Background: an optimization exercise with open tools, aiming at small area and a short achievable clock period. Do not read the settings as production practice. At most, simulation tests tie the RTL to the original design; equivalence was not proved. For run 4, only the layout was checked, not whether the RTL still works. Power and IR drop assume default switching activity.

## design/flow/flow/run.sh

```bash
#!/bin/bash
set -euo pipefail
MARGIN=$(python3 -c "print(round(${FLOW_PERIOD_NS} - 13.5, 3))")
bash standard.sh SETUP_SLACK_MARGIN=$MARGIN "BUFFER_PORTS_ARGS=-buffer_cell sky130_fd_sc_hd__buf_1" finish > standard_flow.log 2>&1
```

## design/flow/standard.sh

```bash
#!/bin/bash
# synth_recipe.tcl (not shown) runs the flow's synth.tcl, then flattens the netlist and writes it again
# the make line also repeats each setting of config.mk as NAME=value (left out here)
make -C /OpenROAD-flow-scripts/flow DESIGN_CONFIG=/design/flow/config.mk WORK_HOME=/design/flow/orfs CLKGATE_MAP_FILE= SYNTH_SCRIPT=/design/flow/synth_recipe.tcl "${@:-finish}"
```

## design/flow/config.mk

```make
export PLATFORM = sky130hd
export DESIGN_NAME = CPU
export DESIGN_NICKNAME = CPU
export VERILOG_FILES = /design/flow/design.v
export SDC_FILE = /design/flow/constraint.sdc
export NUM_CORES = 4
export LEC_CHECK = 0
export ABC_AREA = 1
export CAP_MARGIN = 20
export CORE_MARGIN = 2
export CORE_UTILIZATION = 40
export SLEW_MARGIN = 20
```

## design/flow/constraint.sdc

```tcl
create_clock -name core_clock -period 32.0 [get_ports {clock}]
set_input_delay 6.4000 -clock core_clock [delete_from_list [all_inputs] [get_ports {clock}]]
set_output_delay 6.4000 -clock core_clock [all_outputs]
set_load 0.01 [all_outputs]
```

## design/flow/design.v

```verilog
module CPU(clock,reset,MemData,MemOut,rd,wr,PC,IR,MBR,AC,MAR,SR);
input clock;
input reset;
input signed [15:0] MemData;
output reg signed [15:0] MemOut;
output reg [10:0] PC,MAR;
output reg signed [15:0] IR,MBR;
output signed [15:0] AC;
output reg wr,rd;
output [3:0] SR;    
reg [2:0] state;
reg signed [15:0] ACr;      
reg [3:0] SRr;
reg accSel;                 
wire [3:0] op = IR[15:12];
wire       m  = IR[11];
wire        dv   = (op == 4'h6);            
wire        sa   = ACr[15];
wire [15:0] lorA;
assign lorA[0] = 1'b0;
genvar ga;
generate
  for (ga = 1; ga < 16; ga = ga + 1) begin : la
    assign lorA[ga] = |ACr[ga-1:0];
  end
endgenerate
wire [15:0] absa = {16{dv}} & (ACr ^ ({16{sa}} & lorA));
reg  [15:0] absAr;
always @(posedge clock) absAr <= absa;
wire [15:0] d1   = m ? MemData : {5'b0, IR[10:0]};    
wire        cin1 = dv & ~d1[15];
wire [15:0] B1c  = d1 ^ {16{cin1}};
wire [17:0] d3   = {{2{d1[15]}}, d1} + {d1[15], d1, 1'b0};
wire [17:0] B3c  = d3 ^ {18{cin1}};
reg [15:0] B1r;
reg [17:0] B3r;
reg        cinr, d1s;
always @(posedge clock)
  if (state == 3'd3) begin
    B1r <= B1c; B3r <= B3c; cinr <= cin1; d1s <= d1[15];
  end
wire [0:0] x1 = {absAr[15]};
wire [1:0] t2 = {1'b0, x1} + {1'b0, B1c[0:0]} + {1'd0, cin1};
wire w3 = t2[1] & (&B1c[15:1]);
wire w4 = dv ? w3 : ACr[15];
wire [0:0] r5 = w4 ? t2[0:0] : x1;
wire [1:0] x6 = {r5[0:0], absAr[14]};
wire [2:0] t7 = {1'b0, x6} + {1'b0, B1c[1:0]} + {2'd0, cin1};
wire w8 = t7[2] & (&B1c[15:2]);
wire w9 = dv ? w8 : ACr[14];
wire [1:0] r10 = w9 ? t7[1:0] : x6;
wire [2:0] x11 = {r10[1:0], absAr[13]};
wire [3:0] t12 = {1'b0, x11} + {1'b0, B1c[2:0]} + {3'd0, cin1};
wire w13 = t12[3] & (&B1c[15:3]);
wire w14 = dv ? w13 : ACr[13];
wire [2:0] r15 = w14 ? t12[2:0] : x11;
wire [3:0] x16 = {r15[2:0], absAr[12]};
wire [4:0] t17 = {1'b0, x16} + {1'b0, B1c[3:0]} + {4'd0, cin1};
wire w18 = t17[4] & (&B1c[15:4]);
wire w19 = dv ? w18 : ACr[12];
wire [3:0] r20 = w19 ? t17[3:0] : x16;
wire [4:0] x21 = {r20[3:0], absAr[11]};
wire [5:0] t22 = {1'b0, x21} + {1'b0, B1c[4:0]} + {5'd0, cin1};
wire w23 = t22[5] & (&B1c[15:5]);
wire w24 = dv ? w23 : ACr[11];
wire [4:0] r25 = w24 ? t22[4:0] : x21;
reg [4:0] p1r, p1q;
always @(posedge clock) begin
  p1r <= r25;
  p1q <= {w3, w8, w13, w18, w23};
end
wire w26 = absAr[10] & B1r[0];
wire w27 = absAr[10] | B1r[0];
wire w28 = p1r[0] & B1r[1];
wire w29 = p1r[0] | B1r[1];
wire w30 = p1r[1] & B1r[2];
wire w31 = p1r[1] | B1r[2];
wire w32 = p1r[2] & B1r[3];
wire w33 = p1r[2] | B1r[3];
wire w34 = p1r[3] & B1r[4];
wire w35 = p1r[3] | B1r[4];
wire w36 = p1r[4] & B1r[5];
wire w37 = p1r[4] | B1r[5];
wire w38 = w26 | (w27 & cinr);
wire w39 = w27 & 1'b0;
wire w40 = w30 | (w31 & w28);
wire w41 = w31 & w29;
wire w42 = w34 | (w35 & w32);
wire w43 = w35 & w33;
wire w44 = w28 | (w29 & w38);
wire w45 = w29 & w39;
wire w46 = w40 | (w41 & w38);
wire w47 = w41 & w39;
wire w48 = w36 | (w37 & w42);
wire w49 = w37 & w43;
wire w50 = w32 | (w33 & w46);
wire w51 = w33 & w47;
wire w52 = w42 | (w43 & w46);
wire w53 = w43 & w47;
wire w54 = w48 | (w49 & w46);
wire w55 = w49 & w47;
wire w56 = w54 & (&B1r[15:6]);
wire w57 = dv ? w56 : ACr[10];
wire [5:0] r58;
assign r58[0] = w57 ? (absAr[10] ^ (B1r[0] ^ cinr)) : absAr[10];
assign r58[1] = w57 ? (p1r[0] ^ (B1r[1] ^ w38)) : p1r[0];
assign r58[2] = w57 ? (p1r[1] ^ (B1r[2] ^ w44)) : p1r[1];
assign r58[3] = w57 ? (p1r[2] ^ (B1r[3] ^ w46)) : p1r[2];
assign r58[4] = w57 ? (p1r[3] ^ (B1r[4] ^ w50)) : p1r[3];
assign r58[5] = w57 ? (p1r[4] ^ (B1r[5] ^ w52)) : p1r[4];
wire w59 = absAr[9] & B1r[0];
wire w60 = absAr[9] | B1r[0];
wire w61 = r58[0] & B1r[1];
wire w62 = r58[0] | B1r[1];
wire w63 = r58[1] & B1r[2];
wire w64 = r58[1] | B1r[2];
wire w65 = r58[2] & B1r[3];
wire w66 = r58[2] | B1r[3];
wire w67 = r58[3] & B1r[4];
wire w68 = r58[3] | B1r[4];
wire w69 = r58[4] & B1r[5];
wire w70 = r58[4] | B1r[5];
wire w71 = r58[5] & B1r[6];
wire w72 = r58[5] | B1r[6];
wire w73 = w59 | (w60 & cinr);
wire w74 = w60 & 1'b0;
wire w75 = w63 | (w64 & w61);
wire w76 = w64 & w62;
wire w77 = w67 | (w68 & w65);
wire w78 = w68 & w66;
wire w79 = w71 | (w72 & w69);
wire w80 = w72 & w70;
wire w81 = w61 | (w62 & w73);
wire w82 = w62 & w74;
wire w83 = w75 | (w76 & w73);
wire w84 = w76 & w74;
wire w85 = w69 | (w70 & w77);
wire w86 = w70 & w78;
wire w87 = w79 | (w80 & w77);
wire w88 = w80 & w78;
wire w89 = w65 | (w66 & w83);
wire w90 = w66 & w84;
wire w91 = w77 | (w78 & w83);
wire w92 = w78 & w84;
wire w93 = w85 | (w86 & w83);
wire w94 = w86 & w84;
wire w95 = w87 | (w88 & w83);
wire w96 = w88 & w84;
wire w97 = w95 & (&B1r[15:7]);
wire w98 = dv ? w97 : ACr[9];
wire [6:0] r99;
assign r99[0] = w98 ? (absAr[9] ^ (B1r[0] ^ cinr)) : absAr[9];
assign r99[1] = w98 ? (r58[0] ^ (B1r[1] ^ w73)) : r58[0];
assign r99[2] = w98 ? (r58[1] ^ (B1r[2] ^ w81)) : r58[1];
assign r99[3] = w98 ? (r58[2] ^ (B1r[3] ^ w83)) : r58[2];
assign r99[4] = w98 ? (r58[3] ^ (B1r[4] ^ w89)) : r58[3];
assign r99[5] = w98 ? (r58[4] ^ (B1r[5] ^ w91)) : r58[4];
assign r99[6] = w98 ? (r58[5] ^ (B1r[6] ^ w93)) : r58[5];
wire w100 = absAr[8] & B1r[0];
wire w101 = absAr[8] | B1r[0];
wire w102 = r99[0] & B1r[1];
wire w103 = r99[0] | B1r[1];
wire w104 = r99[1] & B1r[2];
wire w105 = r99[1] | B1r[2];
wire w106 = r99[2] & B1r[3];
wire w107 = r99[2] | B1r[3];
wire w108 = r99[3] & B1r[4];
wire w109 = r99[3] | B1r[4];
wire w110 = r99[4] & B1r[5];
wire w111 = r99[4] | B1r[5];
wire w112 = r99[5] & B1r[6];
wire w113 = r99[5] | B1r[6];
wire w114 = r99[6] & B1r[7];
wire w115 = r99[6] | B1r[7];
wire w116 = w100 | (w101 & cinr);
wire w117 = w101 & 1'b0;
wire w118 = w104 | (w105 & w102);
wire w119 = w105 & w103;
wire w120 = w108 | (w109 & w106);
wire w121 = w109 & w107;
wire w122 = w112 | (w113 & w110);
wire w123 = w113 & w111;
wire w124 = w102 | (w103 & w116);
wire w125 = w103 & w117;
wire w126 = w118 | (w119 & w116);
wire w127 = w119 & w117;
wire w128 = w110 | (w111 & w120);
wire w129 = w111 & w121;
wire w130 = w122 | (w123 & w120);
wire w131 = w123 & w121;
wire w132 = w106 | (w107 & w126);
wire w133 = w107 & w127;
wire w134 = w120 | (w121 & w126);
wire w135 = w121 & w127;
wire w136 = w128 | (w129 & w126);
wire w137 = w129 & w127;
wire w138 = w130 | (w131 & w126);
wire w139 = w131 & w127;
wire w140 = w114 | (w115 & w138);
wire w141 = w115 & w139;
wire w142 = w140 & (&B1r[15:8]);
wire w143 = dv ? w142 : ACr[8];
wire [7:0] r144;
assign r144[0] = w143 ? (absAr[8] ^ (B1r[0] ^ cinr)) : absAr[8];
assign r144[1] = w143 ? (r99[0] ^ (B1r[1] ^ w116)) : r99[0];
assign r144[2] = w143 ? (r99[1] ^ (B1r[2] ^ w124)) : r99[1];
assign r144[3] = w143 ? (r99[2] ^ (B1r[3] ^ w126)) : r99[2];
assign r144[4] = w143 ? (r99[3] ^ (B1r[4] ^ w132)) : r99[3];
assign r144[5] = w143 ? (r99[4] ^ (B1r[5] ^ w134)) : r99[4];
assign r144[6] = w143 ? (r99[5] ^ (B1r[6] ^ w136)) : r99[5];
assign r144[7] = w143 ? (r99[6] ^ (B1r[7] ^ w138)) : r99[6];
wire w145 = absAr[7] & B1r[0];
wire w146 = absAr[7] | B1r[0];
wire w147 = r144[0] & B1r[1];
wire w148 = r144[0] | B1r[1];
wire w149 = r144[1] & B1r[2];
wire w150 = r144[1] | B1r[2];
wire w151 = r144[2] & B1r[3];
wire w152 = r144[2] | B1r[3];
wire w153 = r144[3] & B1r[4];
wire w154 = r144[3] | B1r[4];
wire w155 = r144[4] & B1r[5];
wire w156 = r144[4] | B1r[5];
wire w157 = r144[5] & B1r[6];
wire w158 = r144[5] | B1r[6];
wire w159 = r144[6] & B1r[7];
wire w160 = r144[6] | B1r[7];
wire w161 = r144[7] & B1r[8];
wire w162 = r144[7] | B1r[8];
wire w163 = w145 | (w146 & cinr);
wire w164 = w146 & 1'b0;
wire w165 = w149 | (w150 & w147);
wire w166 = w150 & w148;
wire w167 = w153 | (w154 & w151);
wire w168 = w154 & w152;
wire w169 = w157 | (w158 & w155);
wire w170 = w158 & w156;
wire w171 = w161 | (w162 & w159);
wire w172 = w162 & w160;
wire w173 = w147 | (w148 & w163);
wire w174 = w148 & w164;
wire w175 = w165 | (w166 & w163);
wire w176 = w166 & w164;
wire w177 = w155 | (w156 & w167);
wire w178 = w156 & w168;
wire w179 = w169 | (w170 & w167);
wire w180 = w170 & w168;
wire w181 = w151 | (w152 & w175);
wire w182 = w152 & w176;
wire w183 = w167 | (w168 & w175);
wire w184 = w168 & w176;
wire w185 = w177 | (w178 & w175);
wire w186 = w178 & w176;
wire w187 = w179 | (w180 & w175);
wire w188 = w180 & w176;
wire w189 = w159 | (w160 & w187);
wire w190 = w160 & w188;
wire w191 = w171 | (w172 & w187);
wire w192 = w172 & w188;
wire w193 = w191 & (&B1r[15:9]);
wire w194 = dv ? w193 : ACr[7];
wire [8:0] r195;
assign r195[0] = w194 ? (absAr[7] ^ (B1r[0] ^ cinr)) : absAr[7];
assign r195[1] = w194 ? (r144[0] ^ (B1r[1] ^ w163)) : r144[0];
assign r195[2] = w194 ? (r144[1] ^ (B1r[2] ^ w173)) : r144[1];
assign r195[3] = w194 ? (r144[2] ^ (B1r[3] ^ w175)) : r144[2];
assign r195[4] = w194 ? (r144[3] ^ (B1r[4] ^ w181)) : r144[3];
assign r195[5] = w194 ? (r144[4] ^ (B1r[5] ^ w183)) : r144[4];
assign r195[6] = w194 ? (r144[5] ^ (B1r[6] ^ w185)) : r144[5];
assign r195[7] = w194 ? (r144[6] ^ (B1r[7] ^ w187)) : r144[6];
assign r195[8] = w194 ? (r144[7] ^ (B1r[8] ^ w189)) : r144[7];
wire w196 = absAr[6] & B1r[0];
wire w197 = absAr[6] | B1r[0];
wire w198 = r195[0] & B1r[1];
wire w199 = r195[0] | B1r[1];
wire w200 = r195[1] & B1r[2];
wire w201 = r195[1] | B1r[2];
wire w202 = r195[2] & B1r[3];
wire w203 = r195[2] | B1r[3];
wire w204 = r195[3] & B1r[4];
wire w205 = r195[3] | B1r[4];
wire w206 = r195[4] & B1r[5];
wire w207 = r195[4] | B1r[5];
wire w208 = r195[5] & B1r[6];
wire w209 = r195[5] | B1r[6];
wire w210 = r195[6] & B1r[7];
wire w211 = r195[6] | B1r[7];
wire w212 = r195[7] & B1r[8];
wire w213 = r195[7] | B1r[8];
wire w214 = r195[8] & B1r[9];
wire w215 = r195[8] | B1r[9];
wire w216 = w196 | (w197 & cinr);
wire w217 = w197 & 1'b0;
wire w218 = w200 | (w201 & w198);
wire w219 = w201 & w199;
wire w220 = w204 | (w205 & w202);
wire w221 = w205 & w203;
wire w222 = w208 | (w209 & w206);
wire w223 = w209 & w207;
wire w224 = w212 | (w213 & w210);
wire w225 = w213 & w211;
wire w226 = w198 | (w199 & w216);
wire w227 = w199 & w217;
wire w228 = w218 | (w219 & w216);
wire w229 = w219 & w217;
wire w230 = w206 | (w207 & w220);
wire w231 = w207 & w221;
wire w232 = w222 | (w223 & w220);
wire w233 = w223 & w221;
wire w234 = w214 | (w215 & w224);
wire w235 = w215 & w225;
wire w236 = w202 | (w203 & w228);
wire w237 = w203 & w229;
wire w238 = w220 | (w221 & w228);
wire w239 = w221 & w229;
wire w240 = w230 | (w231 & w228);
wire w241 = w231 & w229;
wire w242 = w232 | (w233 & w228);
wire w243 = w233 & w229;
wire w244 = w210 | (w211 & w242);
wire w245 = w211 & w243;
wire w246 = w224 | (w225 & w242);
wire w247 = w225 & w243;
wire w248 = w234 | (w235 & w242);
wire w249 = w235 & w243;
wire w250 = w248 & (&B1r[15:10]);
wire w251 = dv ? w250 : ACr[6];
wire [9:0] r252;
assign r252[0] = w251 ? (absAr[6] ^ (B1r[0] ^ cinr)) : absAr[6];
assign r252[1] = w251 ? (r195[0] ^ (B1r[1] ^ w216)) : r195[0];
assign r252[2] = w251 ? (r195[1] ^ (B1r[2] ^ w226)) : r195[1];
assign r252[3] = w251 ? (r195[2] ^ (B1r[3] ^ w228)) : r195[2];
assign r252[4] = w251 ? (r195[3] ^ (B1r[4] ^ w236)) : r195[3];
assign r252[5] = w251 ? (r195[4] ^ (B1r[5] ^ w238)) : r195[4];
assign r252[6] = w251 ? (r195[5] ^ (B1r[6] ^ w240)) : r195[5];
assign r252[7] = w251 ? (r195[6] ^ (B1r[7] ^ w242)) : r195[6];
assign r252[8] = w251 ? (r195[7] ^ (B1r[8] ^ w244)) : r195[7];
assign r252[9] = w251 ? (r195[8] ^ (B1r[9] ^ w246)) : r195[8];
wire w253 = absAr[5] & B1r[0];
wire w254 = absAr[5] | B1r[0];
wire w255 = r252[0] & B1r[1];
wire w256 = r252[0] | B1r[1];
wire w257 = r252[1] & B1r[2];
wire w258 = r252[1] | B1r[2];
wire w259 = r252[2] & B1r[3];
wire w260 = r252[2] | B1r[3];
wire w261 = r252[3] & B1r[4];
wire w262 = r252[3] | B1r[4];
wire w263 = r252[4] & B1r[5];
wire w264 = r252[4] | B1r[5];
wire w265 = r252[5] & B1r[6];
wire w266 = r252[5] | B1r[6];
wire w267 = r252[6] & B1r[7];
wire w268 = r252[6] | B1r[7];
wire w269 = r252[7] & B1r[8];
wire w270 = r252[7] | B1r[8];
wire w271 = r252[8] & B1r[9];
wire w272 = r252[8] | B1r[9];
wire w273 = r252[9] & B1r[10];
wire w274 = r252[9] | B1r[10];
wire w275 = w253 | (w254 & cinr);
wire w276 = w254 & 1'b0;
wire w277 = w257 | (w258 & w255);
wire w278 = w258 & w256;
wire w279 = w261 | (w262 & w259);
wire w280 = w262 & w260;
wire w281 = w265 | (w266 & w263);
wire w282 = w266 & w264;
wire w283 = w269 | (w270 & w267);
wire w284 = w270 & w268;
wire w285 = w273 | (w274 & w271);
wire w286 = w274 & w272;
wire w287 = w255 | (w256 & w275);
wire w288 = w256 & w276;
wire w289 = w277 | (w278 & w275);
wire w290 = w278 & w276;
wire w291 = w263 | (w264 & w279);
wire w292 = w264 & w280;
wire w293 = w281 | (w282 & w279);
wire w294 = w282 & w280;
wire w295 = w271 | (w272 & w283);
wire w296 = w272 & w284;
wire w297 = w285 | (w286 & w283);
wire w298 = w286 & w284;
wire w299 = w259 | (w260 & w289);
wire w300 = w260 & w290;
wire w301 = w279 | (w280 & w289);
wire w302 = w280 & w290;
wire w303 = w291 | (w292 & w289);
wire w304 = w292 & w290;
wire w305 = w293 | (w294 & w289);
wire w306 = w294 & w290;
wire w307 = w267 | (w268 & w305);
wire w308 = w268 & w306;
wire w309 = w283 | (w284 & w305);
wire w310 = w284 & w306;
wire w311 = w295 | (w296 & w305);
wire w312 = w296 & w306;
wire w313 = w297 | (w298 & w305);
wire w314 = w298 & w306;
wire w315 = w313 & (&B1r[15:11]);
wire w316 = dv ? w315 : ACr[5];
wire [10:0] r317;
assign r317[0] = w316 ? (absAr[5] ^ (B1r[0] ^ cinr)) : absAr[5];
assign r317[1] = w316 ? (r252[0] ^ (B1r[1] ^ w275)) : r252[0];
assign r317[2] = w316 ? (r252[1] ^ (B1r[2] ^ w287)) : r252[1];
assign r317[3] = w316 ? (r252[2] ^ (B1r[3] ^ w289)) : r252[2];
assign r317[4] = w316 ? (r252[3] ^ (B1r[4] ^ w299)) : r252[3];
assign r317[5] = w316 ? (r252[4] ^ (B1r[5] ^ w301)) : r252[4];
assign r317[6] = w316 ? (r252[5] ^ (B1r[6] ^ w303)) : r252[5];
assign r317[7] = w316 ? (r252[6] ^ (B1r[7] ^ w305)) : r252[6];
assign r317[8] = w316 ? (r252[7] ^ (B1r[8] ^ w307)) : r252[7];
assign r317[9] = w316 ? (r252[8] ^ (B1r[9] ^ w309)) : r252[8];
assign r317[10] = w316 ? (r252[9] ^ (B1r[10] ^ w311)) : r252[9];
wire w318 = absAr[4] & B1r[0];
wire w319 = absAr[4] | B1r[0];
wire w320 = r317[0] & B1r[1];
wire w321 = r317[0] | B1r[1];
wire w322 = r317[1] & B1r[2];
wire w323 = r317[1] | B1r[2];
wire w324 = r317[2] & B1r[3];
wire w325 = r317[2] | B1r[3];
wire w326 = r317[3] & B1r[4];
wire w327 = r317[3] | B1r[4];
wire w328 = r317[4] & B1r[5];
wire w329 = r317[4] | B1r[5];
wire w330 = r317[5] & B1r[6];
wire w331 = r317[5] | B1r[6];
wire w332 = r317[6] & B1r[7];
wire w333 = r317[6] | B1r[7];
wire w334 = r317[7] & B1r[8];
wire w335 = r317[7] | B1r[8];
wire w336 = r317[8] & B1r[9];
wire w337 = r317[8] | B1r[9];
wire w338 = r317[9] & B1r[10];
wire w339 = r317[9] | B1r[10];
wire w340 = r317[10] & B1r[11];
wire w341 = r317[10] | B1r[11];
wire w342 = w318 | (w319 & cinr);
wire w343 = w319 & 1'b0;
wire w344 = w322 | (w323 & w320);
wire w345 = w323 & w321;
wire w346 = w326 | (w327 & w324);
wire w347 = w327 & w325;
wire w348 = w330 | (w331 & w328);
wire w349 = w331 & w329;
wire w350 = w334 | (w335 & w332);
wire w351 = w335 & w333;
wire w352 = w338 | (w339 & w336);
wire w353 = w339 & w337;
wire w354 = w320 | (w321 & w342);
wire w355 = w321 & w343;
wire w356 = w344 | (w345 & w342);
wire w357 = w345 & w343;
wire w358 = w328 | (w329 & w346);
wire w359 = w329 & w347;
wire w360 = w348 | (w349 & w346);
wire w361 = w349 & w347;
wire w362 = w336 | (w337 & w350);
wire w363 = w337 & w351;
wire w364 = w352 | (w353 & w350);
wire w365 = w353 & w351;
wire w366 = w324 | (w325 & w356);
wire w367 = w325 & w357;
wire w368 = w346 | (w347 & w356);
wire w369 = w347 & w357;
wire w370 = w358 | (w359 & w356);
wire w371 = w359 & w357;
wire w372 = w360 | (w361 & w356);
wire w373 = w361 & w357;
wire w374 = w340 | (w341 & w364);
wire w375 = w341 & w365;
wire w376 = w332 | (w333 & w372);
wire w377 = w333 & w373;
wire w378 = w350 | (w351 & w372);
wire w379 = w351 & w373;
wire w380 = w362 | (w363 & w372);
wire w381 = w363 & w373;
wire w382 = w364 | (w365 & w372);
wire w383 = w365 & w373;
wire w384 = w374 | (w375 & w372);
wire w385 = w375 & w373;
wire w386 = w384 & (&B1r[15:12]);
wire w387 = dv ? w386 : ACr[4];
wire [11:0] r388;
assign r388[0] = w387 ? (absAr[4] ^ (B1r[0] ^ cinr)) : absAr[4];
assign r388[1] = w387 ? (r317[0] ^ (B1r[1] ^ w342)) : r317[0];
assign r388[2] = w387 ? (r317[1] ^ (B1r[2] ^ w354)) : r317[1];
assign r388[3] = w387 ? (r317[2] ^ (B1r[3] ^ w356)) : r317[2];
assign r388[4] = w387 ? (r317[3] ^ (B1r[4] ^ w366)) : r317[3];
assign r388[5] = w387 ? (r317[4] ^ (B1r[5] ^ w368)) : r317[4];
assign r388[6] = w387 ? (r317[5] ^ (B1r[6] ^ w370)) : r317[5];
assign r388[7] = w387 ? (r317[6] ^ (B1r[7] ^ w372)) : r317[6];
assign r388[8] = w387 ? (r317[7] ^ (B1r[8] ^ w376)) : r317[7];
assign r388[9] = w387 ? (r317[8] ^ (B1r[9] ^ w378)) : r317[8];
assign r388[10] = w387 ? (r317[9] ^ (B1r[10] ^ w380)) : r317[9];
assign r388[11] = w387 ? (r317[10] ^ (B1r[11] ^ w382)) : r317[10];
wire w389 = absAr[3] & B1r[0];
wire w390 = absAr[3] | B1r[0];
wire w391 = r388[0] & B1r[1];
wire w392 = r388[0] | B1r[1];
wire w393 = r388[1] & B1r[2];
wire w394 = r388[1] | B1r[2];
wire w395 = r388[2] & B1r[3];
wire w396 = r388[2] | B1r[3];
wire w397 = r388[3] & B1r[4];
wire w398 = r388[3] | B1r[4];
wire w399 = r388[4] & B1r[5];
wire w400 = r388[4] | B1r[5];
wire w401 = r388[5] & B1r[6];
wire w402 = r388[5] | B1r[6];
wire w403 = r388[6] & B1r[7];
wire w404 = r388[6] | B1r[7];
wire w405 = r388[7] & B1r[8];
wire w406 = r388[7] | B1r[8];
wire w407 = r388[8] & B1r[9];
wire w408 = r388[8] | B1r[9];
wire w409 = r388[9] & B1r[10];
wire w410 = r388[9] | B1r[10];
wire w411 = r388[10] & B1r[11];
wire w412 = r388[10] | B1r[11];
wire w413 = r388[11] & B1r[12];
wire w414 = r388[11] | B1r[12];
wire w415 = w389 | (w390 & cinr);
wire w416 = w390 & 1'b0;
wire w417 = w393 | (w394 & w391);
wire w418 = w394 & w392;
wire w419 = w397 | (w398 & w395);
wire w420 = w398 & w396;
wire w421 = w401 | (w402 & w399);
wire w422 = w402 & w400;
wire w423 = w405 | (w406 & w403);
wire w424 = w406 & w404;
wire w425 = w409 | (w410 & w407);
wire w426 = w410 & w408;
wire w427 = w413 | (w414 & w411);
wire w428 = w414 & w412;
wire w429 = w391 | (w392 & w415);
wire w430 = w392 & w416;
wire w431 = w417 | (w418 & w415);
wire w432 = w418 & w416;
wire w433 = w399 | (w400 & w419);
wire w434 = w400 & w420;
wire w435 = w421 | (w422 & w419);
wire w436 = w422 & w420;
wire w437 = w407 | (w408 & w423);
wire w438 = w408 & w424;
wire w439 = w425 | (w426 & w423);
wire w440 = w426 & w424;
wire w441 = w395 | (w396 & w431);
wire w442 = w396 & w432;
wire w443 = w419 | (w420 & w431);
wire w444 = w420 & w432;
wire w445 = w433 | (w434 & w431);
wire w446 = w434 & w432;
wire w447 = w435 | (w436 & w431);
wire w448 = w436 & w432;
wire w449 = w411 | (w412 & w439);
wire w450 = w412 & w440;
wire w451 = w427 | (w428 & w439);
wire w452 = w428 & w440;
wire w453 = w403 | (w404 & w447);
wire w454 = w404 & w448;
wire w455 = w423 | (w424 & w447);
wire w456 = w424 & w448;
wire w457 = w437 | (w438 & w447);
wire w458 = w438 & w448;
wire w459 = w439 | (w440 & w447);
wire w460 = w440 & w448;
wire w461 = w449 | (w450 & w447);
wire w462 = w450 & w448;
wire w463 = w451 | (w452 & w447);
wire w464 = w452 & w448;
wire w465 = w463 & (&B1r[15:13]);
wire w466 = dv ? w465 : ACr[3];
wire [12:0] r467;
assign r467[0] = w466 ? (absAr[3] ^ (B1r[0] ^ cinr)) : absAr[3];
assign r467[1] = w466 ? (r388[0] ^ (B1r[1] ^ w415)) : r388[0];
assign r467[2] = w466 ? (r388[1] ^ (B1r[2] ^ w429)) : r388[1];
assign r467[3] = w466 ? (r388[2] ^ (B1r[3] ^ w431)) : r388[2];
assign r467[4] = w466 ? (r388[3] ^ (B1r[4] ^ w441)) : r388[3];
assign r467[5] = w466 ? (r388[4] ^ (B1r[5] ^ w443)) : r388[4];
assign r467[6] = w466 ? (r388[5] ^ (B1r[6] ^ w445)) : r388[5];
assign r467[7] = w466 ? (r388[6] ^ (B1r[7] ^ w447)) : r388[6];
assign r467[8] = w466 ? (r388[7] ^ (B1r[8] ^ w453)) : r388[7];
assign r467[9] = w466 ? (r388[8] ^ (B1r[9] ^ w455)) : r388[8];
assign r467[10] = w466 ? (r388[9] ^ (B1r[10] ^ w457)) : r388[9];
assign r467[11] = w466 ? (r388[10] ^ (B1r[11] ^ w459)) : r388[10];
assign r467[12] = w466 ? (r388[11] ^ (B1r[12] ^ w461)) : r388[11];
wire w468 = absAr[2] & B1r[0];
wire w469 = absAr[2] | B1r[0];
wire w470 = r467[0] & B1r[1];
wire w471 = r467[0] | B1r[1];
wire w472 = r467[1] & B1r[2];
wire w473 = r467[1] | B1r[2];
wire w474 = r467[2] & B1r[3];
wire w475 = r467[2] | B1r[3];
wire w476 = r467[3] & B1r[4];
wire w477 = r467[3] | B1r[4];
wire w478 = r467[4] & B1r[5];
wire w479 = r467[4] | B1r[5];
wire w480 = r467[5] & B1r[6];
wire w481 = r467[5] | B1r[6];
wire w482 = r467[6] & B1r[7];
wire w483 = r467[6] | B1r[7];
wire w484 = r467[7] & B1r[8];
wire w485 = r467[7] | B1r[8];
wire w486 = r467[8] & B1r[9];
wire w487 = r467[8] | B1r[9];
wire w488 = r467[9] & B1r[10];
wire w489 = r467[9] | B1r[10];
wire w490 = r467[10] & B1r[11];
wire w491 = r467[10] | B1r[11];
wire w492 = r467[11] & B1r[12];
wire w493 = r467[11] | B1r[12];
wire w494 = r467[12] & B1r[13];
wire w495 = r467[12] | B1r[13];
wire w496 = w468 | (w469 & cinr);
wire w497 = w469 & 1'b0;
wire w498 = w472 | (w473 & w470);
wire w499 = w473 & w471;
wire w500 = w476 | (w477 & w474);
wire w501 = w477 & w475;
wire w502 = w480 | (w481 & w478);
wire w503 = w481 & w479;
wire w504 = w484 | (w485 & w482);
wire w505 = w485 & w483;
wire w506 = w488 | (w489 & w486);
wire w507 = w489 & w487;
wire w508 = w492 | (w493 & w490);
wire w509 = w493 & w491;
wire w510 = w470 | (w471 & w496);
wire w511 = w471 & w497;
wire w512 = w498 | (w499 & w496);
wire w513 = w499 & w497;
wire w514 = w478 | (w479 & w500);
wire w515 = w479 & w501;
wire w516 = w502 | (w503 & w500);
wire w517 = w503 & w501;
wire w518 = w486 | (w487 & w504);
wire w519 = w487 & w505;
wire w520 = w506 | (w507 & w504);
wire w521 = w507 & w505;
wire w522 = w494 | (w495 & w508);
wire w523 = w495 & w509;
wire w524 = w474 | (w475 & w512);
wire w525 = w475 & w513;
wire w526 = w500 | (w501 & w512);
wire w527 = w501 & w513;
wire w528 = w514 | (w515 & w512);
wire w529 = w515 & w513;
wire w530 = w516 | (w517 & w512);
wire w531 = w517 & w513;
wire w532 = w490 | (w491 & w520);
wire w533 = w491 & w521;
wire w534 = w508 | (w509 & w520);
wire w535 = w509 & w521;
wire w536 = w522 | (w523 & w520);
wire w537 = w523 & w521;
wire w538 = w482 | (w483 & w530);
wire w539 = w483 & w531;
wire w540 = w504 | (w505 & w530);
wire w541 = w505 & w531;
wire w542 = w518 | (w519 & w530);
wire w543 = w519 & w531;
wire w544 = w520 | (w521 & w530);
wire w545 = w521 & w531;
wire w546 = w532 | (w533 & w530);
wire w547 = w533 & w531;
wire w548 = w534 | (w535 & w530);
wire w549 = w535 & w531;
wire w550 = w536 | (w537 & w530);
wire w551 = w537 & w531;
wire w552 = w550 & (&B1r[15:14]);
wire w553 = dv ? w552 : ACr[2];
wire [13:0] r554;
assign r554[0] = w553 ? (absAr[2] ^ (B1r[0] ^ cinr)) : absAr[2];
assign r554[1] = w553 ? (r467[0] ^ (B1r[1] ^ w496)) : r467[0];
assign r554[2] = w553 ? (r467[1] ^ (B1r[2] ^ w510)) : r467[1];
assign r554[3] = w553 ? (r467[2] ^ (B1r[3] ^ w512)) : r467[2];
assign r554[4] = w553 ? (r467[3] ^ (B1r[4] ^ w524)) : r467[3];
assign r554[5] = w553 ? (r467[4] ^ (B1r[5] ^ w526)) : r467[4];
assign r554[6] = w553 ? (r467[5] ^ (B1r[6] ^ w528)) : r467[5];
assign r554[7] = w553 ? (r467[6] ^ (B1r[7] ^ w530)) : r467[6];
assign r554[8] = w553 ? (r467[7] ^ (B1r[8] ^ w538)) : r467[7];
assign r554[9] = w553 ? (r467[8] ^ (B1r[9] ^ w540)) : r467[8];
assign r554[10] = w553 ? (r467[9] ^ (B1r[10] ^ w542)) : r467[9];
assign r554[11] = w553 ? (r467[10] ^ (B1r[11] ^ w544)) : r467[10];
assign r554[12] = w553 ? (r467[11] ^ (B1r[12] ^ w546)) : r467[11];
assign r554[13] = w553 ? (r467[12] ^ (B1r[13] ^ w548)) : r467[12];
reg [13:0] p2r;
reg [13:0] p2q;
always @(posedge clock) begin
  p2r <= r554;
  p2q <= {p1q, w56, w97, w142, w193, w250, w315, w386, w465, w552};
end
wire [14:0] x555 = {p2r[13:0], absAr[1]};
wire [15:0] t556 = {1'b0, x555} + {1'b0, B1r[14:0]} + {15'd0, cinr};
wire w557 = t556[15] & (&B1r[15:15]);
wire w558 = dv ? w557 : ACr[1];
wire [14:0] r559 = w558 ? t556[14:0] : x555;
wire [15:0] x560 = {r559[14:0], absAr[0]};
wire [16:0] t561 = {1'b0, x560} + {1'b0, B1r[15:0]} + {16'd0, cinr};
wire w562 = t561[16] & 1'b1;
wire w563 = dv ? w562 : ACr[0];
wire [15:0] r564 = w563 ? t561[15:0] : x560;
wire [15:0] qu = {p2q, w557, w562};
wire [15:0] prod = r564;             
wire        dz   = cinr & (&B1r);           
wire        negq = sa ^ d1s;
wire [15:0] lowor;
assign lowor[0] = 1'b0;
genvar gi;
generate
  for (gi = 1; gi < 16; gi = gi + 1) begin : lo
    assign lowor[gi] = |qu[gi-1:0];
  end
endgenerate
wire [15:0] quot  = dz ? 16'd0 : (qu ^ ({16{negq}} & lowor));
wire [15:0] res   = dv ? quot : prod;
wire        resz  = dv ? (dz | ~|qu) : ~|prod;
assign AC = accSel ? res : ACr;
assign SR = accSel ? {resz, res[15], 2'b00} : SRr;
wire        sub  = (op == 4'h4);
wire [15:0] bop  = MBR ^ {16{sub}};
wire [16:0] sum  = {1'b0,ACr} + {1'b0,bop} + {16'd0,sub};
wire        as_c = sum[16] ^ sub;                                   
wire        as_v = (ACr[15] == bop[15]) && (sum[15] != ACr[15]);    
wire        ld  = (op == 4'h1);
wire [15:0] acn = ld ? MBR : sum[15:0];
wire [1:0]  cv  = ld ? 2'b00 : {as_c, as_v};
always @(posedge clock) begin
  if (reset) begin
    PC <= 0; MAR <= 0; IR <= 0; MBR <= 0; ACr <= 0; MemOut <= 0; SRr <= 0;
    rd <= 1; wr <= 0;
    accSel <= 0;
    state <= 0;
  end else
  case (state)
  0: begin
    rd <= 1; wr <= 0;
    MAR <= PC;
    if (accSel) begin
      ACr <= res;
      SRr <= {resz, res[15], 2'b00};
    end
    accSel <= 0;
    state <= 1;
  end
  1: begin
    rd <= 1; wr <= 0;
    IR <= MemData;
    PC <= PC + 1'b1;
    state <= 2;
  end
  2: begin
    if (m) MAR <= IR[10:0];
    state <= 3;
  end
  3: begin
    state <= 4;
    case (op)
      4'h1, 4'h3, 4'h4, 4'h5, 4'h6: MBR <= d1;
      4'h2: begin MBR <= ACr; rd <= 0; wr <= 1; end
      4'h7: begin PC <= MAR; state <= 0; end
      4'h8: if (SRr[3]) begin PC <= MAR; state <= 0; end
      default: ;
    endcase
  end
  4: begin
    state <= 0;
    case (op)
      4'h1, 4'h3, 4'h4: begin ACr <= acn; SRr <= {acn == 16'd0, acn[15], cv}; end
      4'h2: MemOut <= MBR;
      4'h5, 4'h6: accSel <= 1'b1;
      default: ;
    endcase
  end
  default: state <= 0;
  endcase
end
endmodule
```

==> results.yml, run 1 <==
timing:
  finClkSkew_ns: 0.0151
  worst_pin_slew_ns: 1.13
  rsz0062_at_grt: "true"
  max-slew-margin-rel: 0.243
  final_max_slew_viol_count: 0
  worst_slack_ns: 18.51
  fin_crit_sh: 0.422
  fin_crit_ns: 13.49
  setup_total_negative_slack_ns: 0
  setup-violations-final: 0
  final_hold_viol_count: 0
  maximum_clock_frequency_mhz: 74.1
synthesis:
  syn-instance-count: 2532
  post_synth_net_total: 2638
  mappedNetlistArea_um2: 16100
  post_synth_num_cell_types: 61
  synthesis.area_per_instance_um2: 6.37
  postSynth.asyncResetShare: 0
  synth.yosys.seq_area_share: 0.220
  yosys_register_bits: 168
  synthesis.yosys.warnings: 1
  synth-main-ff-cell: "sky130_fd_sc_hd__dfxtp_1"
  synth_enable_flop_cells: 18
routing:
  drc: 0
  initialDrtViolationCount: 1129
  post_drt_via_cell_ratio: 5.31
  drt_wl_total_um: 54300
  vias: 17200
  drt_first_pass_iters: 6
  final_routed_wire_length_divided_by_cell_count_um: 16.8
  antenna_nets_post_route: 0
floorplan:
  die_width_um: 205
  initial_core_util: 0.406
  num_io_pins: 110
  core_area_um2: 39700
  num_rows: 73
  fp.dieH_um: 205
  die_area_um2: 42000
clocking:
  cts-htree-levels: 4
  cts.clk_slew.worst_paths_ns: 0.06
  cts_hold_buf: 0
  clock-root-buffer: "sky130_fd_sc_hd__clkbuf_16"
  clock_tree.buffer_depth: 2
  cts_inserted_buffers: 17
  clock_insertion_delay_worst_skew_ns: 0.45
  tritoncts: "yes"
  clock_sinks: 168
global_routing:
  grt_start_max_net_pins: 64
  grt_overflow: 0
  initial_antenna_violation_count: 0
  grt_util_all_layers: 0.254
  grt_first_pass_wirelength_um: 84300
  first_global_vias: 16200
final_layout:
  finish.net_count: 2799
  syn_to_final_growth_pct: 16.9
  filler_cell_count: 4166
  mostFrequentLayoutCells: "687 x sky130_fd_sc_hd__nand2_1, 288 x sky130_fd_sc_hd__inv_1, 191 x sky130_fd_sc_hd__nor2_1"
  finish.utilization: 0.475
  drive_gt1_frac: 0.142
  mostFrequentLayoutCell: "sky130_fd_sc_hd__nand2_1"
pwr:
  p_leak_nw: 8.83
  worst_ir_drop_vdd_mv: 0.0340
  pwr_density_cell_nw_per_um2: 40.6
  p_int_mw: 0.455
  power_frac_seq: 0.310
  power.share.clock: 0.265
  switching_share: 0.406
  net-switching-power_mw: 0.311
  power.share.combinational: 0.425
worst_setup_path:
  critical_path.endpoint_type: "output pin"
  max_fanout_on_critical_path: 7
  setup.worst_path.class: "reg2out"
  critPathSlowestCell: "sky130_fd_sc_hd__or4_4"
  critical_path_arrival_ns: 7.09
  crit_path_max_incr_delay_ns: 0.56
  crit_required_ns: 25.60
  timing.reg2reg.setup_slack_ns: 19.29
  cpMostUsedCell: "sky130_fd_sc_hd__nand2_2"
  worst_setup_path_start_kind: "register"
outcome:
  run_status: "timing/DRC/antenna clean"
place:
  place_worst_setup_slack_ns: 17.21
  port-buffer-count: 109
  place.gp.congestion: 0.921
  post-dp-hpwl_um: 39600
min_path:
  hp-class: "reg2reg"
job:
  max_cap_viol_count: 0
critical path: cells and delay by family (launching register included):
kind,cells,cell delay (ns)
fa+ha+maj,2,0.76
buf+inv,4,0.56
flops,1,0.44
compound gates,17,2.16
simple gates,26,2.76
what timing repair did:
item                                    in CTS  in global routing
endpoints found under the setup margin      39                 38
buffers inserted                            36                 50
gates cloned                                 2                  5
resized for setup                           48                100
pin swaps                                   23                 51
endpoints found under the hold margin        0                  0
power by group through the flow:
stage                     combinational, mW  sequential, mW  clock [mW]
after floorplan                       0.220           0.239           0
after global placement                0.280           0.242           0
after detailed placement              0.284           0.242           0
after CTS                             0.300           0.237       0.207
after global routing                  0.363           0.238       0.214
final                                 0.326           0.237       0.203
state kept, by name, summed over array words and instances, names as in the netlist, 3 cells and up:
| register | flops |
|---|---|
| SRr | 4 |
| absAr | 16 |
| IR | 16 |
| MAR | 11 |
| p1q | 5 |
| state | 3 |
| p2r | 14 |
| MemOut | 16 |
| PC | 11 |
| B1r | 16 |
| ACr | 16 |
| p2q | 14 |
| p1r | 5 |
| MBR | 16 |
synthesized netlist by cell type (all sizes together), types with 7 or more instances:
| master | instances | area [um^2] |
|---|---|---|
| a31oi | 33 | 206 |
| and2 | 8 | 53.8 |
| a21oi | 147 | 747 |
| ha | 54 | 676 |
| nor4 | 8 | 50.1 |
| nand3 | 219 | 1250 |
| a221oi | 7 | 61.3 |
| edfxtp | 18 | 541 |
| xnor2 | 52 | 455 |
| nor2 | 207 | 810 |
| nand4 | 14 | 87.6 |
| nand3b | 25 | 188 |
| o21bai | 13 | 97.6 |
| clkinv | 8 | 35.0 |
| xor2 | 91 | 797 |
| dfxtp | 150 | 3000 |
| o21ai | 186 | 953 |
| nand2 | 763 | 3080 |
| nor3 | 18 | 90.1 |
| fa | 34 | 681 |
| clkbuf | 57 | 218 |
| o211ai | 31 | 233 |
| or2 | 12 | 75.1 |
| inv | 313 | 1180 |
| buf | 30 | 305 |
layer usage:
metal  GRT usage  vias to the layer above  share of wire
li1            -                     8546              -
met4       0.100                        0          0.033
met3      0.0375                      102          0.058
met2       0.438                      552           0.48
met1       0.319                     7966           0.43
met5           0                        -              0
per-stage QoR:
| stage | hold WS (ns) | area [um^2] | instances | total power, mW |
|---|---|---|---|---|
| 3_5_place_dp | 0.314 | 16900 | 3105 | 0.526 |
| 2_1_floorplan | 0.310 | 16100 | 2532 | 0.459 |
| 3_3_place_gp | 0.315 | 16900 | 3105 | 0.523 |
| 5_1_grt | 0.342 | 18900 | 3231 | 0.816 |
| 6_report | 0.331 | 18900 | 3232 | 0.766 |
| 4_1_cts | 0.331 | 18000 | 3175 | 0.744 |
worst paths after layout:
path / start / depth (start not counted) / endpoint
min: p1q[2]$_DFF_P_ / 0 / p2q[11]$_DFF_P_
min reg2reg: p1q[2]$_DFF_P_ / 0 / p2q[11]$_DFF_P_
max: B1r[0]$_DFFE_PP_ / 49 / SR[3]
max reg2reg: B1r[0]$_DFFE_PP_ / 99 / p2r[8]$_DFF_P_
layout make-up:
class                           instances  area (um^2)  area share
Clock buffer                           22          484      0.0257
Multi-Input combinational cell       1962        11500       0.609
Antenna cell                            1         2.50    0.000133
Sequential cell                       168         3540       0.188
Tap cell                              525          657      0.0348
Inverter                              321         1230      0.0652
Timing Repair Buffer                  223         1370      0.0726
Clock inverter                         10         81.3     0.00431
logic make-up after synthesis:
logic type | after synthesis | synth area share
AOI/OAI and AO/OA | 442 | 0.154
and+or+nand+nor | 1281 | 0.355
muxes | 1 | 0.000621
xor gates and xnor gates | 143 | 0.0776
adders and majority gates | 89 | 0.0847
buffers and inverters | 408 | 0.108
DFF | 168 | 0.220
==> run 2: changes to the inputs <==
==> design/flow/flow/run.sh (replaced) <==
#!/bin/bash
set -euo pipefail
MARGIN=$(python3 -c "print(round(${FLOW_PERIOD_NS} - 12.5, 3))")
bash standard.sh SETUP_SLACK_MARGIN=$MARGIN "BUFFER_PORTS_ARGS=-buffer_cell sky130_fd_sc_hd__buf_1" finish > standard_flow.log 2>&1
==> results.yml, run 2 <==
global_routing:
  grt_util_all_layers: 0.261
  grt_first_pass_wirelength_um: 87600
  initial_antenna_violation_count: 0
  first_global_vias: 16900
  grt_overflow: 0
  grt_start_max_net_pins: 64
final_layout:
  finish.net_count: 2963
  syn_to_final_growth_pct: 32.7
  antennaDiodeCount: 0
  mostFrequentLayoutCells: "633 x sky130_fd_sc_hd__nand2_1, 281 x sky130_fd_sc_hd__inv_1, 235 x sky130_fd_sc_hd__buf_4"
  finish.instance_area_um2: 21400
  drive_gt1_frac: 0.255
  multiInputGateArea_um2: 12500
  mostFrequentLayoutCell: "sky130_fd_sc_hd__nand2_1"
  ff_latch_area_um2: 3540
  finish.utilization: 0.539
  filler_cell_count: 3807
pwr:
  power.share.combinational: 0.471
  power.share.clock: 0.253
  net-switching-power_mw: 0.355
  p_int_mw: 0.505
  worst_ir_drop_vdd_mv: 0.0336
  power_frac_seq: 0.276
  pwr_density_cell_nw_per_um2: 40.2
  p_leak_nw: 9.99
  switching_share: 0.413
place:
  place.gp.congestion: 0.943
  placed_area_um2: 17000
  port-buffer-count: 109
  post-dp-hpwl_um: 39000
worst_setup_path:
  critical_path.endpoint_type: "output pin"
  setup.worst_path.class: "reg2out"
  critPathSlowestCell: "sky130_fd_sc_hd__edfxtp_1"
  worst_setup_path_start_kind: "register"
  critical_path_arrival_ns: 7.32
  critical_path.reg2reg.startpoint: "cinr$_DFFE_PP_"
  worst_setup_path_startpoint: "cinr$_DFFE_PP_"
  crit_required_ns: 25.60
  max_fanout_on_critical_path: 6
  cpMostUsedCell: "sky130_fd_sc_hd__buf_4"
  crit_path_max_incr_delay_ns: 0.42
synthesis:
  yosys_register_bits: 168
  synthesis.area_per_instance_um2: 6.37
  mappedNetlistArea_um2: 16100
  synth_area_leaders: "sky130_fd_sc_hd__dfxtp_1 19%, sky130_fd_sc_hd__nand2_1 16%, sky130_fd_sc_hd__inv_1 6.8%"
  synth.yosys.seq_area_share: 0.220
  post-synth-top-count-cell: "sky130_fd_sc_hd__nand2_1"
  syn-instance-count: 2532
  synth-main-ff-cell: "sky130_fd_sc_hd__dfxtp_1"
  post_synth_net_total: 2638
  postSynth.asyncResetShare: 0
  synthesis.yosys.warnings: 1
  post_synth_most_frequent_cells: "701 x sky130_fd_sc_hd__nand2_1, 292 x sky130_fd_sc_hd__inv_1, 199 x sky130_fd_sc_hd__nand3_1"
  post_synth_num_cell_types: 61
  synth_enable_flop_cells: 18
  synth_top_area_share: 0.186
  yosysTopAreaCell: "sky130_fd_sc_hd__dfxtp_1"
clocking:
  clock_tree.buffer_depth: 2
  clock-root-buffer: "sky130_fd_sc_hd__clkbuf_16"
  cts.clk_slew.worst_paths_ns: 0.08
  tritoncts: "yes"
  cts_hold_buf: 0
  cts-htree-levels: 4
  cts_inserted_buffers: 17
  clock_sinks: 168
  clock_insertion_delay_worst_skew_ns: 0.45
timing:
  finClkSkew_ns: 0.0211
  final_hold_viol_count: 0
  worst_hold_slack_ns: 0.329
  worst_pin_slew_ns: 0.995
  maximum_clock_frequency_mhz: 72.9
  setup_total_negative_slack_ns: 0
  fin_crit_ns: 13.72
  final_max_slew_viol_count: 0
  fin_crit_sh: 0.429
  max-slew-margin-rel: 0.336
  rsz0062_at_grt: "true"
  setup-violations-final: 0
floorplan:
  die_width_um: 205
  fp.dieH_um: 205
  die_area_um2: 42000
  num_io_pins: 110
  initial_core_util: 0.406
  core_area_um2: 39700
  num_rows: 73
routing:
  antenna_nets_post_route: 0
  drt_wl_total_um: 58100
  vias: 18100
  drc: 0
  initialDrtViolationCount: 1204
  drt_first_pass_iters: 6
  post_drt_via_cell_ratio: 5.34
  final_routed_wire_length_divided_by_cell_count_um: 17.1
min_path:
  hp-class: "reg2reg"
  hp-start: "p1q[2]$_DFF_P_"
job:
  max_cap_viol_count: 0
outcome:
  run_status: "timing/DRC/antenna clean"
run 2: cell counts after synthesis:
Identical to the previous run, type by type.
run 2: power groups by stage:
stage / clock [mW] / sequential (mW) / combinational, mW
2_1_floorplan: 0 / 0.239 / 0.222
3_3_place_gp: 0 / 0.243 / 0.280
3_5_place_dp: 0 / 0.243 / 0.285
4_1_cts: 0.218 / 0.238 / 0.340
5_1_grt: 0.225 / 0.239 / 0.444
6_report: 0.218 / 0.238 / 0.405
run 2: kinds of logic (layout without fill, tap and decap cells):
group / count (synthesis) / count (layout) / synth area share
muxes: 1 / 1 / 0.000621
xor gates and xnor gates: 143 / 143 / 0.0776
DFF: 168 / 168 / 0.220
AOI/OAI and AO/OA: 442 / 444 / 0.154
and+or+nand+nor: 1281 / 1287 / 0.355
adders and majority gates: 89 / 89 / 0.0847
buffers and inverters: 408 / 738 / 0.108
run 2: layer usage:
metal | up-vias | share of wire | global-route usage
met5 | - | 0 | 0
met4 | 0 | 0.041 | 0.106
met3 | 145 | 0.059 | 0.0426
met2 | 600 | 0.47 | 0.449
met1 | 8502 | 0.43 | 0.324
li1 | 8885 | - | -
run 2: timing repair:
item	CTS	global route
cloned	3	8
buffers inserted	126	124
endpoints found under the setup margin	40	40
pin swaps	65	163
gates resized for setup	142	278
run 2: area by class of cell:
cell class	count	area share
Multi-Input combinational cell	1964	0.586
Sequential cell	168	0.165
Timing Repair Buffer	385	0.132
Inverter	321	0.0576
Tap cell	525	0.0307
Clock buffer	17	0.0199
Clock inverter	15	0.00818
run 2: critical path, delay by kind of cell, from the launching register on:
kind,cells,cell delay [ns]
AO/OA/AOI/OAI,15,2.09
AND/OR/NAND/NOR,18,1.80
adder cells (fa/ha/maj),2,0.62
flip-flops,1,0.42
XOR/XNOR,1,0.18
buffers and inverters,14,1.74
run 2: stage by stage:
stage	std cells	total power, mW	setup slack, ns
detailed placement	3102	0.528	17.53
CTS	3263	0.795	18.60
finish	3395	0.860	18.28
global placement	3102	0.523	17.79
global route	3395	0.908	17.94
floorplan	2532	0.462	19.41
run 2: final timing paths:
| kind | to | slack, ns | cells past startpoint |
|---|---|---|---|
| setup / recovery | SR[3] | 18.28 | 50 |
| hold / removal | p2q[11]$_DFF_P_ | 0.33 | 0 |
| setup reg to reg | p2r[7]$_DFF_P_ | 19.81 | 104 |
| hold reg to reg | p2q[11]$_DFF_P_ | 0.33 | 0 |
==> run 3: changes to the inputs <==
==> design/flow/flow/run.sh (replaced) <==
#!/bin/bash
set -euo pipefail
MARGIN=$(python3 -c "print(round(${FLOW_PERIOD_NS} - 14, 3))")
bash standard.sh SETUP_SLACK_MARGIN=$MARGIN "BUFFER_PORTS_ARGS=-buffer_cell sky130_fd_sc_hd__buf_1" finish > standard_flow.log 2>&1
==> results.yml, run 3 <==
outcome:
  run_status: "timing/DRC/antenna clean"
worst_setup_path:
  timing.reg2reg.setup_slack_ns: 19.17
  crit_required_ns: 25.60
  critPathSlowestCell: "sky130_fd_sc_hd__or4_4"
  crit_cells: 49
  r2r_end: "p2r[8]$_DFF_P_"
  crit_buf_inv: 4
  worst_setup_path_startpoint: "B1r[0]$_DFFE_PP_"
  critical_path.top_delay_family: "simple AND/OR/NAND/NOR gates"
  crit_path_max_incr_delay_ns: 0.55
  max_fanout_on_critical_path: 8
  r2r_cells: 99
  endpoint: "SR[3]"
  cpMostUsedCell: "sky130_fd_sc_hd__nand2_2"
  critical_path.reg2reg.startpoint: "cinr$_DFFE_PP_"
  critical_path_arrival_ns: 7.36
  setup.worst_path.class: "reg2out"
  critical_path.endpoint_type: "output pin"
  worst_setup_path_start_kind: "register"
routing:
  drt_wl_total_um: 53900
  initialDrtViolationCount: 1204
  final_routed_wire_length_divided_by_cell_count_um: 16.8
  antenna_nets_post_route: 0
  post_drt_via_cell_ratio: 5.30
  vias: 17000
  drt_first_pass_iters: 6
  drc: 0
place:
  place.gp.congestion: 0.921
  post-dp-hpwl_um: 39600
  port-buffer-count: 109
  place_worst_setup_slack_ns: 17.21
floorplan:
  die_area_um2: 42000
  core_area_um2: 39700
  initial_core_util: 0.406
  num_io_pins: 110
  num_rows: 73
  fp.dieH_um: 205
  die_width_um: 205
synthesis:
  synthesis.area_per_instance_um2: 6.37
  synth_mux_area_frac: 0.000620
  post_synth_most_frequent_cells: "701 x sky130_fd_sc_hd__nand2_1, 292 x sky130_fd_sc_hd__inv_1, 199 x sky130_fd_sc_hd__nand3_1"
  post-synth-top-count-cell: "sky130_fd_sc_hd__nand2_1"
  synthesized_area_fraction_occupied_by_ao_oa_aoi_and_oai_cells: 0.154
  yosysTopAreaCell: "sky130_fd_sc_hd__dfxtp_1"
  synth_top_area_share: 0.186
  synth_fa_ha_area_frac: 0.0847
  syn-instance-count: 2532
  synth-main-ff-cell: "sky130_fd_sc_hd__dfxtp_1"
  yosys_register_bits: 168
  synth_area_leaders: "sky130_fd_sc_hd__dfxtp_1 19%, sky130_fd_sc_hd__nand2_1 16%, sky130_fd_sc_hd__inv_1 6.8%"
  synth_top_family_by_area: "simple AND/OR/NAND/NOR gates"
  postSynth.asyncResetShare: 0
  mappedNetlistArea_um2: 16100
  post_synth_net_total: 2638
  synth.yosys.seq_area_share: 0.220
  synthXorXnorAreaFrac: 0.0776
  synth-simple-area-share: 0.355
  synth_enable_flop_cells: 18
  synthesis.yosys.warnings: 1
  post_synth_num_cell_types: 61
global_routing:
  initial_antenna_violation_count: 0
  grt_first_pass_wirelength_um: 83700
  grt_util_all_layers: 0.253
  grt_overflow: 0
  first_global_vias: 16000
  grt_start_max_net_pins: 64
final_layout:
  antennaDiodeCount: 0
  mostFrequentLayoutCells: "691 x sky130_fd_sc_hd__nand2_1, 289 x sky130_fd_sc_hd__inv_1, 192 x sky130_fd_sc_hd__nor2_1"
  mostFrequentLayoutCell: "sky130_fd_sc_hd__nand2_1"
  syn_to_final_growth_pct: 14.5
  drive_gt1_frac: 0.124
  finish.utilization: 0.465
  finish.net_count: 2770
job:
  max_cap_viol_count: 0
pwr:
  power_mw: 0.749
  pwr_density_cell_nw_per_um2: 40.6
  p_leak_nw: 8.66
  worst_ir_drop_vdd_mv: 0.0343
timing:
  final_hold_viol_count: 0
  fin_crit_ns: 13.76
  maximum_clock_frequency_mhz: 72.7
  worst_hold_slack_ns: 0.332
  setup_total_negative_slack_ns: 0
  worst_slack_ns: 18.24
  finClkSkew_ns: 0.0162
  max-slew-margin-rel: 0.300
  rsz0062_at_grt: "true"
  fin_crit_sh: 0.430
  setup-violations-final: 0
  worst_pin_slew_ns: 1.05
  final_max_slew_viol_count: 0
clocking:
  cts-htree-levels: 4
  clock-root-buffer: "sky130_fd_sc_hd__clkbuf_16"
  clock_sinks: 168
  cts.clk_slew.worst_paths_ns: 0.06
  clock_insertion_delay_worst_skew_ns: 0.45
  cts_hold_buf: 0
  clock_tree.buffer_depth: 2
  tritoncts: "yes"
  cts_inserted_buffers: 17
min_path:
  hp-class: "reg2reg"
==> run 3: final cells by class <==
cell class                 count  area (um^2)
clock buffer                  22          484
clock inverter                10         81.3
fill                        4173        21300
inverter                     321         1230
multi-input combinational   1962        11400
sequential                   168         3540
tap                          525          657
timing repair buffer         194         1110
==> run 3: report_power, final <==
part	total, mW	switching, mW	internal [mW]
clock network	0.204	0.0949	0.109
logic	0.308	0.198	0.110
registers	0.237	0.0126	0.224
==> run 3: timing repair <==
action / 4_1_cts / 5_1_grt
endpoints found under the setup margin: 37 / 39
gates resized for setup: 17 / 99
cloned: 1 / 6
setup buffers: 6 / 52
pin swaps: 0 / 44
==> run 3: per-stage QoR <==
step,cell area (um^2),cells
3_5_place_dp,16900,3105
6_report,18500,3202
5_1_grt,18500,3202
4_1_cts,17600,3144
3_3_place_gp,16900,3105
2_1_floorplan,16100,2532
==> run 3: cell families (layout without fill, tap and decap cells) <==
| kind of cell | after synthesis | count (layout) |
|---|---|---|
| AO/OA/AOI/OAI | 442 | 444 |
| flip-flops | 168 | 168 |
| buffers and inverters | 408 | 547 |
| XOR/XNOR | 143 | 143 |
| AND/OR/NAND/NOR | 1281 | 1285 |
| adder cells (fa/ha/maj) | 89 | 89 |
| multiplexers | 1 | 1 |
==> run 3: how the worst min path moves through the flow <==
| stage | endpoint | depth (start not counted) | slack (ns) | startpoint |
|---|---|---|---|---|
| 6_report | p2q[12]$_DFF_P_ | 0 | 0.33 | p1q[3]$_DFF_P_ |
| 5_1_grt | p2q[13]$_DFF_P_ | 0 | 0.34 | p1q[4]$_DFF_P_ |
| 4_1_cts | p2q[12]$_DFF_P_ | 0 | 0.33 | p1q[3]$_DFF_P_ |
| 3_5_place_dp | p2q[13]$_DFF_P_ | 0 | 0.31 | p1q[4]$_DFF_P_ |
| 3_3_place_gp | p2q[11]$_DFF_P_ | 0 | 0.32 | p1q[2]$_DFF_P_ |
| 2_1_floorplan | p2q[10]$_DFF_P_ | 0 | 0.31 | p1q[1]$_DFF_P_ |
==> run 3: metal layers <==
layer  global-route usage  up-vias  routed length, um
met5                    0        -                  0
met4               0.0955        0               1940
met3               0.0358      109               2960
met2                0.434      511              25500
met1                0.319     7887              23400
li1                     -     8477                  -
==> run 4: changes to the inputs <==
--- a/design/flow/design.v
+++ b/design/flow/design.v
@@ -25,8 +25,7 @@
   end
 endgenerate
 wire [15:0] absa = {16{dv}} & (ACr ^ ({16{sa}} & lorA));
-reg  [15:0] absAr;
-always @(posedge clock) absAr <= absa;
+wire [15:0] absAr = absa;
 wire [15:0] d1   = m ? MemData : {5'b0, IR[10:0]};    
 wire        cin1 = dv & ~d1[15];
 wire [15:0] B1c  = d1 ^ {16{cin1}};
==> design/flow/flow/run.sh (replaced) <==
#!/bin/bash
set -euo pipefail
MARGIN=$(python3 -c "print(round(${FLOW_PERIOD_NS} - 13.5, 3))")
bash standard.sh SETUP_SLACK_MARGIN=$MARGIN "BUFFER_PORTS_ARGS=-buffer_cell sky130_fd_sc_hd__buf_1" finish > standard_flow.log 2>&1
==> results.yml, run 4 <==
outcome:
  run_status: "timing/DRC/antenna clean"
synthesis:
  synthXorXnorAreaFrac: 0.0818
  mappedNetlistArea_um2: 15600
  yosysTopAreaCell: "sky130_fd_sc_hd__dfxtp_1"
  post_synth_net_total: 2635
  syn-instance-count: 2529
  synth-main-ff-cell: "sky130_fd_sc_hd__dfxtp_1"
  synth_area_leaders: "sky130_fd_sc_hd__dfxtp_1 17%, sky130_fd_sc_hd__nand2_1 17%, sky130_fd_sc_hd__inv_1 7.3%"
  synth.yosys.seq_area_share: 0.206
  synthesized_area_fraction_occupied_by_ao_oa_aoi_and_oai_cells: 0.163
  synth-simple-area-share: 0.354
  post-synth-top-count-cell: "sky130_fd_sc_hd__nand2_1"
  post_synth_most_frequent_cells: "710 x sky130_fd_sc_hd__nand2_1, 306 x sky130_fd_sc_hd__inv_1, 217 x sky130_fd_sc_hd__nor2_1"
  post_synth_num_cell_types: 54
  synth_enable_flop_cells: 18
  synth_mux_area_frac: 0.000640
  postSynth.asyncResetShare: 0
  synthesis.area_per_instance_um2: 6.18
  synthesis.yosys.warnings: 1
  synth_fa_ha_area_frac: 0.0868
  synth_top_family_by_area: "simple AND/OR/NAND/NOR gates"
  yosys_register_bits: 152
  synth_top_area_share: 0.172
floorplan:
  initial_core_util: 0.404
  die_width_um: 202
  num_io_pins: 110
  fp.dieH_um: 202
  num_rows: 72
  die_area_um2: 40700
  core_area_um2: 38600
worst_setup_path:
  crit_path_max_incr_delay_ns: 0.37
  setup.worst_path.class: "reg2out"
  cpMostUsedCell: "sky130_fd_sc_hd__nand2_2"
  critPathSlowestCell: "sky130_fd_sc_hd__dfxtp_2"
  r2r_cells: 105
  crit_required_ns: 25.60
  max_fanout_on_critical_path: 7
  worst_setup_path_start_kind: "register"
  critical_path_arrival_ns: 7.67
  critical_path.endpoint_type: "output pin"
timing:
  final_hold_viol_count: 0
  maximum_clock_frequency_mhz: 71.1
  setup_total_negative_slack_ns: 0
  max-slew-margin-rel: 0.276
  worst_pin_slew_ns: 1.09
  fin_crit_ns: 14.07
  finClkSkew_ns: 0.0123
  final_max_slew_viol_count: 0
  setup-violations-final: 0
  fin_crit_sh: 0.440
  rsz0062_at_grt: "true"
job:
  max_cap_viol_count: 0
global_routing:
  initial_antenna_violation_count: 0
  grt_util_all_layers: 0.263
  grt_first_pass_wirelength_um: 86100
  first_global_vias: 16200
  grt_overflow: 0
  grt_start_max_net_pins: 49
clocking:
  cts_inserted_buffers: 17
  clock_tree.buffer_depth: 2
  cts.clk_slew.worst_paths_ns: 0.07
  cts_hold_buf: 0
  clock_insertion_delay_worst_skew_ns: 0.45
  clock_sinks: 152
  tritoncts: "yes"
  clock-root-buffer: "sky130_fd_sc_hd__clkbuf_16"
  cts-htree-levels: 4
final_layout:
  filler_cell_count: 3885
  syn_to_final_growth_pct: 26.0
  mostFrequentLayoutCells: "631 x sky130_fd_sc_hd__nand2_1, 284 x sky130_fd_sc_hd__inv_1, 194 x sky130_fd_sc_hd__nor2_1"
  antennaDiodeCount: 0
  drive_gt1_frac: 0.205
  finish.net_count: 2851
  mostFrequentLayoutCell: "sky130_fd_sc_hd__nand2_1"
routing:
  drt_wl_total_um: 55800
  drc: 0
  initialDrtViolationCount: 1110
  vias: 17500
  drt_first_pass_iters: 7
  final_routed_wire_length_divided_by_cell_count_um: 17.0
  antenna_nets_post_route: 0
  post_drt_via_cell_ratio: 5.35
place:
  port-buffer-count: 109
  post-dp-hpwl_um: 39600
  place.gp.congestion: 0.927
pwr:
  pwr_density_cell_nw_per_um2: 33.4
  p_leak_nw: 9.19
  power_mw: 0.658
  worst_ir_drop_vdd_mv: 0.0389
min_path:
  hp-class: "reg2reg"
  hold_depth: 0
-- run 4: worst paths after layout --
path / slack [ns] / startpoint / endpoint
setup / recovery: 17.93 / IR[13]$_SDFFE_PP0P_ / SR[2]
setup reg to reg: 19.32 / ACr[1]$_SDFFE_PP0P_ / p2r[8]$_DFF_P_
hold reg to reg: 0.34 / p1q[0]$_DFF_P_ / p2q[9]$_DFF_P_
hold / removal: 0.34 / p1q[0]$_DFF_P_ / p2q[9]$_DFF_P_
-- run 4: power by group --
part	total [mW]	switching, mW	leakage, nW	internal (mW)
Clock	0.210	0.0934	0.296	0.116
Sequential	0.215	0.0119	1.26	0.203
Combinational	0.233	0.146	7.63	0.0874
-- run 4: cell type report --
cell class                 count  area [um^2]  share of cell area
clock buffer                  20          468              0.0238
clock inverter                12          130             0.00661
inverter                     325         1270              0.0643
multi-input combinational   1973        12100               0.616
sequential                   152         3250               0.165
tap                          518          648              0.0329
timing repair buffer         274         1770              0.0901
timing repair inverter         2         16.3            0.000826
-- run 4: logic make-up after synthesis --
logic type	count (synthesis)
xor gates and xnor gates	146
AOI/OAI and AO/OA	455
DFF	152
adders and majority gates	88
muxes	1
buffers and inverters	416
and+or+nand+nor	1271
-- run 4: repair_timing --
item / CTS / global route
endpoints found under the setup margin: 39 / 40
cloned: 7 / 9
buffers inserted: 53 / 89
gates resized for setup: 122 / 293
pin swaps: 25 / 107
-- run 4: critical path, delay by kind of cell (launching register included) --
family / cells / cell delay, ns
AO/OA/AOI/OAI: 17 / 2.13
XOR/XNOR: 1 / 0.17
adder cells (fa/ha/maj): 2 / 0.49
buffers and inverters: 12 / 0.99
flip-flops: 1 / 0.37
AND/OR/NAND/NOR: 34 / 3.07
-- run 4: stage by stage --
| step | cell area, um^2 | cells | worst slack [ns] | util | hold WS, ns |
|---|---|---|---|---|---|
| after detailed placement | 16400 | 3086 | 16.27 | 0.425 | 0.315 |
| after floorplan | 15700 | 2529 | 18.56 | - | 0.310 |
| after global routing | 19700 | 3276 | 17.35 | 0.509 | 0.350 |
| after global placement | 16400 | 3086 | 16.59 | 0.425 | 0.320 |
| after CTS | 17800 | 3178 | 17.96 | 0.461 | 0.337 |
| final | 19700 | 3276 | 17.93 | 0.509 | 0.335 |
-- run 4: layer usage --
metal | vias up | track usage | wire [um]
met5 | - | 0 | 0
met4 | 0 | 0.113 | 2340
met3 | 148 | 0.0416 | 3670
met2 | 594 | 0.442 | 26100
met1 | 8129 | 0.332 | 23700
li1 | 8644 | - | -

separate check: timing with driven ports:
Ports are ideal in the flow. The routed layouts listed here were re-timed in OpenROAD.
Step 1, drivers: a clkbuf_16 drives clock and a buf_2 each remaining input, both assumed.
Step 2 times the ports against the registers' clock, not the clock port: input delays grow and output delays shrink by t, the midpoint of the rising clock arrivals with the driver on.
Slacks: ideal ports / drivers / drivers and shift; pairs: ideal ports / drivers.
run	t, ns	slack for setup (ns)	clock arrival spread, ns
run 1	0.489	18.509 / 18.458 / 18.266	0.017 / 0.017
run 2	0.492	18.285 / 18.234 / 18.726	0.021 / 0.021
run 3	0.496	18.236 / 18.184 / 18.225	0.021 / 0.020
run 4	0.496	17.926 / 17.875 / 18.371	0.014 / 0.013
After both steps setup and hold are still met in every run listed. The setup slack of run 1, which loses most, moves by -0.051 ns with the drivers and by -0.243 ns with both steps.
